What follows belongs to an exercise in optimizing a design on an open flow for small area; a production flow would make more cautious choices. Function was checked by simulation only, so behaviour that the tests miss may differ from the original.

==> flow/design.v, too long to show whole: its modules and the start of the top module <==
// module tv80_reg: 47 lines
// module tv80_alu: 363 lines
// module tv80_mcode: 2184 lines
// module tv80_core: 1164 lines
// module tv80s: 120 lines
module tv80s ( 
  m1_n, mreq_n, iorq_n, rd_n, wr_n, rfsh_n, halt_n, busak_n, A, dout, 
  reset_n, clk, wait_n, int_n, nmi_n, busrq_n, di
  );
  // ...
==> flow/run.sh <==
#!/bin/bash
# synth_recipe.tcl (not shown) runs the flow's synth.tcl, then flattens the netlist and writes it again
# the make line also repeats each setting of config.mk as NAME=value (left out here)
make -C /OpenROAD-flow-scripts/flow DESIGN_CONFIG=/design/flow/config.mk WORK_HOME=/design/flow/orfs CLKGATE_MAP_FILE= SYNTH_SCRIPT=/design/flow/synth_recipe.tcl finish
==> flow/config.mk <==
export PLATFORM = sky130hd
export DESIGN_NAME = tv80s
export DESIGN_NICKNAME = tv80s
export VERILOG_FILES = /design/flow/design.v
export SDC_FILE = /design/flow/constraint.sdc
export NUM_CORES = 4
export LEC_CHECK = 0
export CAP_MARGIN = 20
export CORE_MARGIN = 2
export CORE_UTILIZATION = 40
export SLEW_MARGIN = 20
==> flow/constraint.sdc <==
create_clock -name core_clock -period 12.0 [get_ports {clk}]
set_input_delay 2.4000 -clock core_clock [delete_from_list [all_inputs] [get_ports {clk}]]
set_output_delay 2.4000 -clock core_clock [all_outputs]
set_load 0.01 [all_outputs]
==> run notes, run 1 <==
* Hold_sp: i_tv80_core.A[9]$_DFFE_PN0P_
* Status: finished clean
* # H-tree levels at 2
* Synthesis-to-layout area growth at 10.2%
* DR iter-0 viols at 6453
* Crit. Startpoint: i_tv80_core.IR[6]$_DFFE_PN0P_
* Post-Syn Instances at 4456
* Post-synth EDFFs at 170
* DR top layer: met5
* Final Cell Area at 38400 um2
* Antenna viol nets, final at 0
* Non-clk invs at 135
* CTS Buffer Depth at 3
* Area after DPL at 36800 um2
* Met1 Usage GRT at 0.609
* Multi-input gate area at 23100 um2
* RSZ-0062 raised after global routing: false
* Fin cells at 5575
* Synthesized cell area at 34800 um2
* Initial antenna violation count at 15
* Most common cell after layout, fill and taps aside: nand2_1
* Drt pass-1 iters at 7
* Fraction of area in multi-input gates at 0.603
* Final clock-cell share at 0.0401
* Leading cell kind: multi-input combinational cells
* Pin count of the biggest net entering global routing at 80
* Dpl ws at 2440 ps
* Main combinational cell family by area after synthesis: compound AO/OA/AOI/OAI gates
==> run 2, diff against run 1 <==
--- a/flow/config.mk
+++ b/flow/config.mk
@@ -7,5 +7,6 @@
 export LEC_CHECK = 0
 export CAP_MARGIN = 20
 export CORE_MARGIN = 2
-export CORE_UTILIZATION = 40
+export CORE_UTILIZATION = 70
+export CTS_BUF_LIST = sky130_fd_sc_hd__clkbuf_4 sky130_fd_sc_hd__clkbuf_8
 export SLEW_MARGIN = 20
==> run 2 against run 1 <==
  * The flow now stops in global routing
  * Synthesized cell count unchanged
  * Area after synthesis unchanged
==> run notes, run 2 <==
* Dpl ws at 2710 ps (was 2440 ps)
* Top-count cell post-synth: nand2_1 (unchanged)
* Main synth FF type: edfxtp_1 (unchanged)
* Area fraction of the dominant cell type after synthesis at 0.147 (unchanged)
* Asr flop ratio synth at 0.525 (unchanged)
* # H-tree levels at 2 (unchanged)
* IO buf count at 44 (unchanged)
* #FFs+latches synth at 358 (unchanged)
* Yosys warns at 5 (unchanged)
* Pin count of the biggest net entering global routing at 81
* PostCTS Resize Cnt at 0 (unchanged)
* Die Y at 227 um (was 299 um)
* Post-Syn Nets at 4582 (unchanged)
* Status: aborted with a tool error (was finished clean)
* Post-CTS Setup Inserts at 0 (unchanged)
* CTS Buffer Depth at 3 (unchanged)
* Top post-synthesis cells by count: 579 x nand2_1, 444 x nor2_1, 350 x a21oi_1 (unchanged)
* Post-Syn Instances at 4456 (unchanged)
* Global placement routability congestion at 1.40 (was 1.09)
* Post-synth EDFFs at 170 (unchanged)
* Boundary pin count at 46 (unchanged)
* Synth top area cells: edfxtp_1 15%, dfrtp_1 9.6%, nand2_1 6.2% (unchanged)
* Last stage reached: global routing
* Yosys top cell by area: edfxtp_1 (unchanged)
* Avg Cell Area, Syn at 7.82 um2 (unchanged)
* CTS Sinks at 358 (unchanged)
* Initial Util at 0.710 (was 0.403)
* Placement Rows at 81 (was 108)
* Sequential area share after synthesis at 0.284 (unchanged)
* DP Wirelength at 121000 um (was 159000 um)
* Count of different cell masters after synthesis at 114 (unchanged)
* Die width at 227 um (was 299 um)
* Num CTS Buffers at 56 (was 44)
* Error message: [ERROR GRT-0116] Global routing finished with congestion. Check the congestion regions in the DRC Viewer.
* CTS Hold Bufs at 0 (unchanged)
* Synthesized cell area at 34800 um2 (unchanged)
* Clk root buf: clkbuf_8 (was clkbuf_16)
run 2: metrics by stage:
stage                util  area, um2  hold slack [ps]  instances
detailed placement  0.727      35700              469       4931
CTS                 0.753      36900              483       5037
floorplan               -      34800              452       4456
global placement    0.727      35700              462       4930
run 2: worst min-delay path by stage:
stage / end / slack [ps]
after CTS: i_tv80_core.A[3]$_DFFE_PN0P_ / 480
after detailed placement: i_tv80_core.A[3]$_DFFE_PN0P_ / 470
after global placement: i_tv80_core.A[3]$_DFFE_PN0P_ / 460
after floorplan: i_tv80_core.Z16_r$_DFFE_PN0N_ / 450
run 2: cell families after synthesis:
kind of cell,share of synthesized area
flops,0.284
fa+ha+maj,0.0420
buf+inv,0.0575
simple gates,0.225
other cells,0.000108
mux,0.0813
xor+xnor,0.0243
compound gates,0.286

[re-timing with driven ports]
No port has a modelled driver above. Below, the same layout with a new extraction and two added sets of constraints.
Step 1 sets driving cells, clkbuf_16 on the clock port and buf_2 on the other inputs (assumed; they add their load-dependent delay and slew).
Step 2 also shifts input and output timing later by t, the mid clock arrival at the registers, as if the neighbouring blocks saw the same clock.
a / b / c = ideal / step 1 / step 2; a / b = the first two.
run: run 1
shift t [ns]: 0.678
setup slack, ns: 2.016 / 2.016 / 2.016
hold slack, ns: 0.478 / 0.478 / 0.478
worst setup path after step 2: register to register
After both steps setup and hold are still met in run 1. The setup slack of run 1 moves by 0.000 ns with the drivers and by 0.000 ns with both steps.
